What follows belongs to an exercise in optimizing a design on an open flow for small area and a short achievable clock period; a production flow would make more cautious choices.
In this exercise RTL edits were held to simulation tests only and were not proved equivalent to the original.
Power figures rest on the tool's default switching activity, not on a simulated workload.

==> inputs of nickel <==
Design fpmult_top, start of the top module:
module fpmult_top(
    input             clk,
    input      [7:0]  a,
    input      [7:0]  b,
    output reg [15:0] c
);
    reg  [7:0]  a_q, b_q;
    wire [15:0] c_d;
    fpmult u_mult (.a(a_q), .b(b_q), .c(c_d));
    always @(posedge clk) begin
        a_q <= a;
        b_q <= b;
        c   <= c_d;
    end
endmodule
==> module fpmult, before the edit <==
module fpmult(a,b,c);
input [7:0]a,b;
output [15:0]c;
wire [7:0]m1;
wire [8:0]m2;
wire [9:0]m3;
wire [10:0]m4;
wire [11:0]m5;
wire [12:0]m6;
wire [13:0]m7;
wire [14:0]m8;
wire [15:0]s1,s2,s3,s4,s5,s6,s7;
assign m1 = {8{a[0]}} & b[7:0];
assign m2 = {8{a[1]}} & b[7:0];
assign m3 = {8{a[2]}} & b[7:0];
assign m4 = {8{a[3]}} & b[7:0];
assign m5 = {8{a[4]}} & b[7:0];
assign m6 = {8{a[5]}} & b[7:0];
assign m7 = {8{a[6]}} & b[7:0];
assign m8 = {8{a[7]}} & b[7:0];
assign s1 = m1 + (m2<<1);
assign s2 = s1 + (m3<<2);
assign s3 = s2 + (m4<<3);
assign s4 = s3 + (m5<<4);
assign s5 = s4 + (m6<<5);
assign s6 = s5 + (m7<<6);
assign s7 = s6 + (m8<<7);
assign c=s7;
endmodule
clock: 6.0 ns
lec_check: 0
cap_margin: 20
core_margin: 2
core_utilization: 40
place_density: 0.6
slew_margin: 20
run.sh (not shown) runs the stock make flow with config.mk's settings and CLKGATE_MAP_FILE= SYNTH_SCRIPT=/design/flow/synth_recipe.tcl, a recipe that flattens the netlist after the stock synthesis.
==> inputs of harbor, as changes to nickel <==
==> flow/design.v (replaced) <==
`timescale 1ns / 1ps
module fpmult_top(
    input             clk,
    input      [7:0]  a,
    input      [7:0]  b,
    output reg [15:0] c
);
    reg  [7:0]  a_q, b_q;
    wire [15:0] c_d;
    fpmult u_mult (.a(a_q), .b(b_q), .c(c_d));
    always @(posedge clk) begin
        a_q <= a;
        b_q <= b;
        c   <= c_d;
    end
endmodule

module fpmult(a,b,c);
input [7:0]a,b;
output [15:0]c;
function [31:0] c42;    
  input [15:0] x1, x2, x3, x4;
  reg [15:0] s, k; reg [16:0] ci; reg t1, t2, d; integer i;
  begin
    ci[0] = 1'b0;
    for (i = 0; i < 16; i = i + 1) begin
      t1 = x1[i] ^ x2[i];
      t2 = x3[i] ^ x4[i];
      d  = t1 ^ t2;
      ci[i+1] = t1 ? x3[i] : x1[i];
      s[i] = d ^ ci[i];
      k[i] = d ? ci[i] : x4[i];
    end
    c42 = {k[14:0], 1'b0, s};
  end
endfunction
wire [15:0] pp0 = {8'b0, {8{a[0]}} & b};
wire [15:0] pp1 = {7'b0, {8{a[1]}} & b, 1'b0};
wire [15:0] pp2 = {6'b0, {8{a[2]}} & b, 2'b0};
wire [15:0] pp3 = {5'b0, {8{a[3]}} & b, 3'b0};
wire [15:0] pp4 = {4'b0, {8{a[4]}} & b, 4'b0};
wire [15:0] pp5 = {3'b0, {8{a[5]}} & b, 5'b0};
wire [15:0] pp6 = {2'b0, {8{a[6]}} & b, 6'b0};
wire [15:0] pp7 = {1'b0, {8{a[7]}} & b, 7'b0};
wire [31:0] l1a = c42(pp0, pp1, pp2, pp3);
wire [31:0] l1b = c42(pp4, pp5, pp6, pp7);
wire [31:0] l2  = c42(l1a[15:0], l1a[31:16], l1b[15:0], l1b[31:16]);
assign c = l2[15:0] + l2[31:16];
endmodule
==> flow/flow/run.sh (new file) <==
#!/bin/bash
# Layout flow: the standard flow (standard.sh) with these ORFS variables set:
#  - SYNTH_ARGS=-noabc and ADDER_MAP_FILE= : keep the RTL's compressor structure
#    (no early ABC pass, no full/half adder cells) until the final ABC mapping,
#  - SYNTH_SCRIPT: synth_recipe.tcl with the final ABC mapping done by flow/abc.script,
#  - BUFFER_PORTS_ARGS: the port buffers are sky130_fd_sc_hd__buf_1.
# make's full output goes to standard.log; each ORFS step logs under orfs/logs.
set -euo pipefail
here=$(cd "$(dirname "${BASH_SOURCE[0]}")" && pwd)
bash standard.sh \
  "SYNTH_SCRIPT=$here/synth.tcl" \
  SYNTH_ARGS=-noabc \
  ADDER_MAP_FILE= \
  "BUFFER_PORTS_ARGS=-buffer_cell sky130_fd_sc_hd__buf_1" \
  finish > standard.log 2>&1
==> flow/flow/abc.script (new file) <==
strash
dch
map -D 2000
topo
stime -c
buffer -c
upsize -c -D 2000
dnsize -c -D 2000
==> flow/flow/synth.tcl (new file) <==
# The standard flow's synthesis script (synth_recipe.tcl) with one change: Yosys's abc pass
# maps with flow/abc.script instead of the ORFS script.
set ::own_abc_script [file join [file dirname [file normalize [info script]]] abc.script]
proc synth {args} { yosys synth -nofsm -noshare {*}$args }
proc abc {args} {
  set i [lsearch -exact $args -script]
  if { $i >= 0 } { lset args [expr {$i + 1}] $::own_abc_script }
  yosys abc {*}$args
}
source $::env(SCRIPTS_DIR)/synth.tcl
# left out here: clear keep_hierarchy, flatten, clean up, hide names made inside functions, write 1_2_yosys.v
==> flow/standard.sh (new file) <==
#!/bin/bash
# synth_recipe.tcl (not shown) runs the flow's synth.tcl, then flattens the netlist and writes it again
# the make line also repeats each setting of config.mk as NAME=value (left out here)
make -C /OpenROAD-flow-scripts/flow DESIGN_CONFIG=/design/flow/config.mk WORK_HOME=/design/flow/orfs CLKGATE_MAP_FILE= SYNTH_SCRIPT=/design/flow/synth_recipe.tcl "${@:-finish}"
- SETUP_SLACK_MARGIN: default -> 3.0
removed: flow/run.sh
==> summary.txt <==
status=timing/DRC/antenna clean; top cells by count, synth=inv_1, and2_1, fa_1, ha_1, dfxtp_1; register fraction of the total cell area=19.8%; total combinational power=0.000580 W; achievable clock frequency=183 MHz; Power Internal=0.000683 W; Synth Warn #=1; vias per cell=4.73; cell family with most CP delay=adder cells; met2 WL=2250 um; FF-to-FF End=c[15]; Routability Congestion=0.755
(the above is from nickel)
==> summary.txt <==
achievable clock frequency=358 MHz; Synth Warn #=2; register fraction of the total cell area=19.3%; status=timing/DRC/antenna clean; Power Internal=0.000594 W; cell family with most CP delay=simple AND/OR/NAND/NOR gates; met2 WL=3480 um; total combinational power=0.000643 W
(the above is from harbor)

## static timing again, ports no longer ideal
The results above use ideal ports. As a check the final layouts listed here were re-extracted and re-timed, cells and wires unchanged. Step 1 sets driving cells, clkbuf_16 on the clock port and buf_2 on the other inputs (assumed; they add their load-dependent delay and slew). Step 2, shift: input delay + t, output delay - t, t = (earliest + latest rising clock arrival at the registers) / 2. This alone moves slack from input paths to output paths. a / b / c = no drivers / after step 1 / after step 2; a / b = the first two.
run	shift t [ns]	setup WS [ns]	worst hold slack (ns)	clock arrival spread, ns
nickel	0.317	0.536 / 0.536 / 0.536	0.581 / 0.581 / 0.581	0.005 / 0.005
harbor	0.323	3.209 / 3.209 / 3.209	0.588 / 0.588 / 0.588	0.007 / 0.007
After both steps setup and hold are still met in every run listed.
